Context: an optimization exercise on an open-source flow, tuned for small area, a short achievable clock period and few clock cycles. The choices shown serve that exercise and are no tape-out recipe. RTL that was checked went through simulation tests only; none was proved equivalent to the original. Power is estimated from default activity; no workload was simulated.

Design DALU, start of the top module:
module DALU(
	clk,
	rst,
	in_valid,
	instruction,
	out_valid,
	out
);
input clk, rst, in_valid;
input [18:0] instruction;
output reg out_valid;
output [15:0] out;
function [8:0] booth3;
	input [5:0] a;
	integer k;
	reg y1, y0, ym;
	begin
		for (k = 0; k < 3; k = k + 1) begin
			y1 = a[2*k+1];
			y0 = a[2*k];
			ym = (k == 0) ? 1'b0 : a[2*k-1];
			booth3[k] = y1 & ~(y0 & ym);
			booth3[3+k] = y0 ^ ym;
			booth3[6+k] = (y1 & ~y0 & ~ym) | (~y1 & y0 & ym);
		end
	end
endfunction
wire [2:0] op = instruction[18:16];
wire [3:0] f = instruction[3:0];
wire [5:0] si = instruction[15:10];
wire [5:0] ti = instruction[9:4];
wire [3:0] li = instruction[3:0];
wire op0 = (op == 3'd0);
wire defined = op0 ? (f <= 4'd4) : (op <= 3'd4);
wire load = in_valid & defined;
wire isop1 = (op == 3'd1);
wire isop2 = (op == 3'd2);
wire islog = op0 & ~f[2] & ~(f[1] & f[0]);
wire sub = op0 ? f[2] : op[2];
wire d0n = li[1];
wire d01 = li[0];
wire d02 = li[1] & ~li[0];
wire d1n = li[3] & ~(li[2] & li[1]);
wire d11 = li[2] ^ li[1];
wire d12 = (li[3] & ~li[2] & ~li[1]) | (~li[3] & li[2] & li[1]);
wire [6:0] tx = {ti[5], ti};
wire [6:0] p0 = ({7{d01}} & tx) | ({7{d02}} & {tx[5:0], 1'b0});
  ...
For scale: roughly 22 flip-flops, about 39 I/O pins, about 4200 µm² of cells after synthesis.
export LEC_CHECK = 0
export CAP_MARGIN = 20
export CORE_MARGIN = 2
export CORE_UTILIZATION = 40
export SLEW_MARGIN = 20
create_clock -name core_clock -period 10.0 [get_ports {clk}]
standard.sh (not shown) runs the stock make flow with config.mk's settings and CLKGATE_MAP_FILE= SYNTH_SCRIPT=/design/flow/synth_recipe.tcl, a recipe that flattens the netlist after the stock synthesis.
==> flow/flow/run.sh <==
#!/bin/bash
# The standard layout, with the ports buffered by buf_2 cells and timing
# repair aiming for setup slack beyond the requirement by sizing cells only.
set -euo pipefail
bash standard.sh "BUFFER_PORTS_ARGS=-buffer_cell sky130_fd_sc_hd__buf_2" \
	SETUP_SLACK_MARGIN=4.4 SETUP_MOVE_SEQUENCE=sizeup,swap finish > standard_flow.log 2>&1
The starting point produced a clean layout.
Testbench counts at the start, summed over its fixed seeds: cycles 32,000.
Next try:
==> flow/flow/run.sh (replaced) <==
#!/bin/bash
# The standard layout (the standard.sh), with two changes:
#  - the input and output ports are buffered by buf_2 cells rather than the
#    default buffer cell;
#  - timing repair aims for 4.4 ns of setup slack beyond the requirement,
#    using cell sizing and pin swapping only.
# The full output of the make run is kept in standard_flow.log.
set -euo pipefail
bash standard.sh "BUFFER_PORTS_ARGS=-buffer_cell sky130_fd_sc_hd__buf_2" \
	SETUP_SLACK_MARGIN=4.4 SETUP_MOVE_SEQUENCE=sizeup,swap finish > standard_flow.log 2>&1
CORE_UTILIZATION = 70   (was 40)
Routed wire length drops by about 2%.
Maximum frequency stays flat.
Global-route usage climbs by 11 points.
Final area drops by 3.1%.
Count of clock-buffer cells in the layout does not change.
Worst hold slack is better by 0.0075 ns.
Next try:
==> flow/flow/run.sh (replaced) <==
#!/bin/bash
# The standard layout, with the ports buffered by buf_2 cells and timing
# repair aiming for setup slack beyond the requirement (sizeup,swap,buffer).
set -euo pipefail
bash standard.sh "BUFFER_PORTS_ARGS=-buffer_cell sky130_fd_sc_hd__buf_2" \
	SETUP_SLACK_MARGIN=4.4 SETUP_MOVE_SEQUENCE=sizeup,swap,buffer finish > standard_flow.log 2>&1
Global-route usage barely changes.
Wire length climbs by 1.2%.
Non-clock buffer count climbs by 8.
Critical path depth is unchanged.
Cell area climbs by 1.7%.
Total power climbs by 0.76%.
Synthesized cell count stays the same.
Setup slack improves by 0.060 ns.
Clock power climbs by about 0.8%.
Next try:
==> flow/flow/run.sh (replaced) <==
#!/bin/bash
# The standard layout, with the ports buffered by buf_2 cells and timing
# repair aiming for setup slack beyond the requirement (sizeup,swap).
set -euo pipefail
bash standard.sh "BUFFER_PORTS_ARGS=-buffer_cell sky130_fd_sc_hd__buf_2" \
	SETUP_SLACK_MARGIN=4.4 SETUP_MOVE_SEQUENCE=sizeup,swap finish > standard_flow.log 2>&1
ABC_AREA = 1   (was default)
Result:
- The changed run completed without violations
- via count climbs by about a fifth
- first-iteration DRC count climbs by well over a third
- fmax went up slightly
- non-clock buffer count went down by 8
- design area grows by a few percent
- final cell count came out higher by about a fifth
- total power came out higher by roughly a tenth
- clock skew is unchanged
- area after synthesis rose by a few percent

---

## run A
Another version of the RTL of DALU (not shown whole).
For scale: ~39 I/O pins, ~0.0047 sq mm of cells after synthesis.
Settings: LEC_CHECK=0, CAP_MARGIN=20, CORE_MARGIN=2, CORE_UTILIZATION=70, SLEW_MARGIN=20; clock period 10.0 ns.
==> flow/flow/run.sh <==
#!/bin/bash
# The standard layout, with the input and output ports buffered by buf_2
# cells instead of the default buffer cell.
set -euo pipefail
bash standard.sh "BUFFER_PORTS_ARGS=-buffer_cell sky130_fd_sc_hd__buf_2" finish > standard_flow.log 2>&1
Run A: no failed stages, no open violations at the end
Relative to run A, the following input files were edited for run B:
Settings: swapping 70 for 40 in CORE_UTILIZATION.
==> flow/flow/run.sh <==
#!/bin/bash
# The standard layout, with the ports buffered by buf_2 cells and timing
# repair aiming for setup slack beyond the requirement by sizing cells only.
set -euo pipefail
bash standard.sh "BUFFER_PORTS_ARGS=-buffer_cell sky130_fd_sc_hd__buf_2" \
	SETUP_SLACK_MARGIN=4.5 SETUP_MOVE_SEQUENCE=sizeup,swap finish > standard_flow.log 2>&1
Results
Relative to run A, the worst setup slack of run B is higher by 370 ps.
In run B, the tightest slew margin relative to the limit came out 19 points below the value in run A.
Run B — layout overhead on the synthesized area 10 points higher, run A as reference
Fmax | run B vs run A | run B faster
What run C does differently from run B at the input level:
==> flow/run.sh (new file) <==
#!/bin/bash
# synth_recipe.tcl (not shown) runs the flow's synth.tcl, then flattens the netlist and writes it again
# the make line also repeats each setting of config.mk as NAME=value (left out here)
make -C /OpenROAD-flow-scripts/flow DESIGN_CONFIG=/design/flow/config.mk WORK_HOME=/design/flow/orfs CLKGATE_MAP_FILE= SYNTH_SCRIPT=/design/flow/synth_recipe.tcl finish
removed: flow/flow/run.sh
removed: flow/standard.sh
==> comparison <==
Run C: full flow OK, the timing, design-rule and antenna checks passed
Summary: with run B as the reference, total chip power in run C moved down by a few percent.
Going from run B to run C, wire length of the first global-routing pass increased 2.2%; sequential power was more or less identical.
Summary of the comparison: total buffers and inverters traversed by the critical path is lower in run C, relative to run B.
No run of this note included a check of the RTL's function; only the layout flow was run.

---

== v6 ==
Another version of the RTL of DALU (not shown whole).
Size in the first run: about 570 cells after synthesis, about 0.0042 mm² of cells after synthesis.
## DALU
module DALU(
	clk,
	rst,
	in_valid,
	instruction,
	out_valid,
	out
);
clock: 10.0 ns
lec_check: 0
abc_area: 1
cap_margin: 20
core_margin: 2
core_utilization: 40
slew_margin: 20
==> flow/flow/run.sh <==
#!/bin/bash
# The standard layout, with the input and output ports buffered by buf_2
# cells instead of the default buffer cell.
set -euo pipefail
bash standard.sh "BUFFER_PORTS_ARGS=-buffer_cell sky130_fd_sc_hd__buf_2" finish > standard_flow.log 2>&1
Inputs modified between v6 and v7:
Settings: ABC_AREA: 1 -> unset; CORE_UTILIZATION: 40 -> 70.
==> flow/flow/run.sh <==
#!/bin/bash
# The standard layout, with the ports buffered by buf_2 cells and timing
# repair aiming for setup slack beyond the requirement (sizeup,swap).
set -euo pipefail
bash standard.sh "BUFFER_PORTS_ARGS=-buffer_cell sky130_fd_sc_hd__buf_2" \
	SETUP_SLACK_MARGIN=4.4 SETUP_MOVE_SEQUENCE=sizeup,swap finish > standard_flow.log 2>&1
==> run summary <==
Count of clock-buffer cells in the layout came out exactly the same in v7 and v6.
Number of instances in the placed design: v7 < v6
Fill cell instance count of the final layout was higher in the run labelled v6.
Maximum frequency: v7 vs v6 up 12%
Going from v6 to v7, synthesized area grows by about 0.9%.
No run of this note included a check of the RTL's function; only the layout flow was run.

---

lane 1:
DALU with an RTL version that a note above also has.
For scale: roughly 500 cells after synthesis, roughly 22 flip-flops, about 39 I/O pins.
clock: 10.0 ns
lec_check: 0
cap_margin: 20
core_margin: 2
core_utilization: 40
slew_margin: 20
==> flow/flow/run.sh <==
#!/bin/bash
# The standard layout, with the ports buffered by buf_2 cells and timing
# repair aiming for setup slack beyond the requirement by sizing cells only.
set -euo pipefail
bash standard.sh "BUFFER_PORTS_ARGS=-buffer_cell sky130_fd_sc_hd__buf_2" \
	SETUP_SLACK_MARGIN=5.0 SETUP_MOVE_SEQUENCE=sizeup,swap finish > standard_flow.log 2>&1
Testbench counts of lane 1, summed over its fixed seeds: cycles 32,000.
Input changes introduced in lane 2 (baseline for comparison: lane 1):
- swapping 40 for 70 in CORE_UTILIZATION
==> flow/flow/run.sh <==
#!/bin/bash
# The standard layout, with the ports buffered by buf_2 cells and timing
# repair aiming for setup slack beyond the requirement (sizeup,swap,clone).
set -euo pipefail
bash standard.sh "BUFFER_PORTS_ARGS=-buffer_cell sky130_fd_sc_hd__buf_2" \
	SETUP_SLACK_MARGIN=4.4 SETUP_MOVE_SEQUENCE=sizeup,swap,clone finish > standard_flow.log 2>&1
==> comparison <==
- Lane 2 ends up with a number of cells in the finished layout apart from fillers that is 9.3% lower than in lane 1.
- Lane 2 against lane 1: core utilization increased 30 points; minimum setup slack in the final design decreased 0.027 ns; first-pass GRT wire length decreased about 10%; sequential cell area essentially unchanged; HPWL after detailed placement decreased 280 microns.
- On deepest clock path buffer count, lane 2 and lane 1 are neck and neck.
- Wire length per cell ends up higher on lane 2.
- Diff lane 1 -> lane 2 | final area | down by a few percent
The following lists how lane 3 was set up differently from lane 2:
- CORE_UTILIZATION changed from 70 to 40
==> flow/flow/run.sh <==
#!/bin/bash
# The standard layout, with the ports buffered by buf_2 cells and timing
# repair aiming for setup slack beyond the requirement by sizing cells only.
set -euo pipefail
bash standard.sh "BUFFER_PORTS_ARGS=-buffer_cell sky130_fd_sc_hd__buf_2" \
	SETUP_SLACK_MARGIN=4.7 SETUP_MOVE_SEQUENCE=sizeup,swap finish > standard_flow.log 2>&1
- Side by side, power density normalized to cell area turned out lower in lane 3 than in lane 2.
- Of the two values seen for worst setup path endpoint, out[9] was produced by lane 3 and out[15] by lane 2.
- Going from lane 2 to lane 3, fraction of standard cell area that is sequential lower; delay of the slowest critical-path stage barely changed; maximum achievable frequency now larger; non-clock buffer count shows an increase of 1.
- Lane 2 consumes less power than lane 3.

---

== before ==
Another version of the RTL of DALU (not shown whole).
Size: roughly 600 cells after synthesis, roughly 24 flip-flops, ~39 I/O pins, about 4900 sq um of cells after synthesis.
clock: 10.0 ns
lec_check: 0
cap_margin: 20
core_margin: 2
core_utilization: 40
slew_margin: 20
run.sh (not shown) runs the stock make flow with config.mk's settings and CLKGATE_MAP_FILE= SYNTH_SCRIPT=/design/flow/synth_recipe.tcl, a recipe that flattens the netlist after the stock synthesis.
Stock flow here: none of the scripts above is used.
before: flow completed, timing, DRC and antenna clean
## Diff of input files: after against before
Settings: putting SETUP_SLACK_MARGIN at 4.5 where nothing was set.
==> run summary <==
Comparing after and before, the lower fraction of met1 tracks used by global routing was measured on before.
Relative to before, final worst-path cycle share has gone down in after.
Diff before -> after: power share of the clock group went down by 1.3 points, non-clock buffer count has increased, weighted congestion at the end of routability-driven global placement went up.
after vs. before: wire length climbed 10%, setup slack grew by 670 ps.
No run of this note included a check of the RTL's function; only the layout flow was run.

---

Setup of build 42:
RTL: one of the versions met above, not the one the previous note started from.
For scale: roughly 22 flip-flops, about 39 I/O pins, roughly 4200 um^2 of cells after synthesis.
Settings: LEC_CHECK=0, CAP_MARGIN=20, CORE_MARGIN=2, CORE_UTILIZATION=70, SLEW_MARGIN=20; clock period 10.0 ns.
standard.sh (not shown) runs the stock make flow with config.mk's settings and CLKGATE_MAP_FILE= SYNTH_SCRIPT=/design/flow/synth_recipe.tcl, a recipe that flattens the netlist after the stock synthesis.
==> flow/flow/run.sh <==
#!/bin/bash
# The standard layout, with the ports buffered by buf_2 cells and timing
# repair aiming for setup slack beyond the requirement by sizing cells only.
set -euo pipefail
bash standard.sh "BUFFER_PORTS_ARGS=-buffer_cell sky130_fd_sc_hd__buf_2" \
	SETUP_SLACK_MARGIN=4.4 SETUP_MOVE_SEQUENCE=sizeup,swap finish > standard_flow.log 2>&1
Per the final summary, build 42 finished and its layout is clean on timing, DRC and antenna.
Testbench counts of build 42, summed over its fixed seeds: cycles 32,000.
diff inputs: build 42 => build 43
Settings: changing CORE_UTILIZATION from 70 to 40.
--- a/flow/flow/run.sh
+++ b/flow/flow/run.sh
@@ -2 +2 @@
-# The standard layout, with the ports buffered by buf_2 cells and timing
+# The standard layout, with the ports buffered by buf_1 cells and timing
@@ -5 +5 @@
-bash standard.sh "BUFFER_PORTS_ARGS=-buffer_cell sky130_fd_sc_hd__buf_2" \
+bash standard.sh "BUFFER_PORTS_ARGS=-buffer_cell sky130_fd_sc_hd__buf_1" \
### Flow results
Build 43: done, clean on timing, DRC and antenna. Build 42 has completed all stages; timing, DRC and antenna checks passed. When build 43 is measured against build 42, its wire length of the first global-routing pass turns out about 13% higher. Route | build 43 vs build 42 | wire longer in build 43. Taking build 42 as the reference, in build 43 total number of nets in the final design went up; maximum clock frequency did not really move.
diff inputs: build 43 => build 69
Settings: changing CORE_UTILIZATION from 40 to 70.
==> flow/flow/run.sh <==
#!/bin/bash
# The standard layout, with the ports buffered by buf_2 cells and timing
# repair aiming for setup slack beyond the requirement (sizeup,swap,split).
set -euo pipefail
bash standard.sh "BUFFER_PORTS_ARGS=-buffer_cell sky130_fd_sc_hd__buf_2" \
	SETUP_SLACK_MARGIN=4.4 SETUP_MOVE_SEQUENCE=sizeup,swap,split finish > standard_flow.log 2>&1
--- outcome ---
Summary: overall power consumption, build 69 better than build 43
Build 43 → build 69: count of instances resized after the clock tree is built shows a reduction of 7; cell count shows a reduction of 9.9%; power density normalized to cell area shows no meaningful change.
> inputs changed (build 69 -> build 16)
Settings: ABC_AREA now 1, previously not set; CTS_BUF_LIST now sky130_fd_sc_hd__clkbuf_4, previously not set; CORE_UTILIZATION now 40, was 70.
==> flow/flow/run.sh <==
#!/bin/bash
# The standard layout, with the input and output ports buffered by buf_2
# cells instead of the default buffer cell.
set -euo pipefail
bash standard.sh "BUFFER_PORTS_ARGS=-buffer_cell sky130_fd_sc_hd__buf_2" finish > standard_flow.log 2>&1
### Flow results
Compared to build 69, build 16 was floorplanned on a bigger die. Of build 69 and build 16, build 16 shows the higher number of multi-input combinational cells in the layout, with build 69 below it. The count of fill cells added during filler insertion of build 16 is higher than that of build 69. Diff build 69 -> build 16: xor and xnor area share after synthesis fell by 3.2 points; final period demand of the worst path climbed 0.32 ns; fraction of area in non-clock buffers fell 0.55 points; aggregate routed wire length higher. Of the two values seen for capturing instance or port of the critical path, a1[2] was produced by build 16 and out[15] by build 69.
For build 27, these inputs were changed with respect to build 16:
Settings: a change of CORE_UTILIZATION from 40 to 70; a deleted ABC_AREA that had been 1; a change of CTS_BUF_LIST from sky130_fd_sc_hd__clkbuf_4 to sky130_fd_sc_hd__clkbuf_8.
==> flow/flow/run.sh <==
#!/bin/bash
# The standard layout, with the ports buffered by buf_2 cells and timing
# repair aiming for setup slack beyond the requirement (sizeup,swap).
set -euo pipefail
bash standard.sh "BUFFER_PORTS_ARGS=-buffer_cell sky130_fd_sc_hd__buf_2" \
	SETUP_SLACK_MARGIN=4.4 SETUP_MOVE_SEQUENCE=sizeup,swap finish > standard_flow.log 2>&1
==> run summary <==
Initial detailed-routing violation count of build 27 falls short of that of build 16 by more than a quarter.
Compared to build 16, build 27 has simple-gate area share of the yosys netlist 7.4 points lower.
Lower share of the clock period used by the worst path after layout was reported by build 27, not build 16.
Number of inverters outside the clock class in the layout: lower on build 27
Number of tap instances came out lower on build 27 than on build 16.
Die: build 27 smaller than build 16
The worst hold-check slack of build 27 was superior to that of build 16.
Build 27 ended with every stage complete and zero timing, DRC or antenna violations.
Row critical path depth: build 27 lower / build 16 higher
Compared with build 16, build 27 shows a lower final standard cell count with taps included and fillers excluded.

## re-timing with driven ports
No port has a modelled driver above. Below, the same layouts with a new extraction and two added sets of constraints.
Step 1 (the two cells are an assumption about what drives the block):
set clk [get_ports {clk}]
set_driving_cell -lib_cell sky130_fd_sc_hd__clkbuf_16 $clk
set_driving_cell -lib_cell sky130_fd_sc_hd__buf_2 [delete_from_list [all_inputs] $clk]
Step 2 adds t to the input delays and takes it off the output delays; t is the mean of the earliest and latest rising clock arrival at the registers after step 1. Input paths then give back, and output paths get back, about the clock's delay inside the block.
a / b / c = no drivers / after step 1 / after step 2; a / b = the first two.
run | t (ns) | setup slack, ns | latest minus earliest clock arrival (ns)
the first run of note 1 | 0.286 | 4.457 / 4.433 / 4.195 | 0.002 / 0.001
the second run of note 1 | 0.285 | 4.443 / 4.418 / 4.195 | 0.007 / 0.008
the third run of note 1 | 0.287 | 4.503 / 4.478 / 4.323 | 0.008 / 0.008
the fourth run of note 1 | 0.287 | 4.550 / 4.522 / 4.318 | 0.002 / 0.001
run A | 0.285 | 3.692 / 3.668 / 3.766 | 0.004 / 0.004
run B | 0.289 | 4.057 / 4.027 / 4.229 | 0.003 / 0.003
run C | 0.289 | 3.341 / 3.308 / 3.089 | 0.005 / 0.005
v6 | 0.275 | 3.678 / 3.653 / 3.927 | 0.005 / 0.005
v7 | 0.277 | 4.364 / 4.340 / 4.361 | 0.003 / 0.003
lane 1 | 0.289 | 4.476 / 4.452 / 4.222 | 0.006 / 0.006
lane 2 | 0.286 | 4.449 / 4.424 / 4.316 | 0.007 / 0.007
lane 3 | 0.286 | 4.502 / 4.475 / 4.290 | 0.002 / 0.001
before | 0.291 | 3.532 / 3.499 / 3.357 | 0.002 / 0.003
after | 0.285 | 4.205 / 4.174 / 4.374 | 0.004 / 0.004
build 42 | 0.285 | 4.443 / 4.418 / 4.195 | 0.007 / 0.008
build 43 | 0.285 | 4.440 / 4.414 / 4.264 | 0.006 / 0.005
build 69 | 0.284 | 4.454 / 4.429 / 4.296 | 0.004 / 0.004
build 16 | 0.320 | 4.135 / 4.138 / 3.818 | 0.004 / 0.004
build 27 | 0.285 | 4.443 / 4.418 / 4.195 | 0.007 / 0.008
After both steps every run listed still meets setup and hold. The setup slack of build 16, which loses most, moves by +0.003 ns with the drivers and by -0.317 ns with both steps.
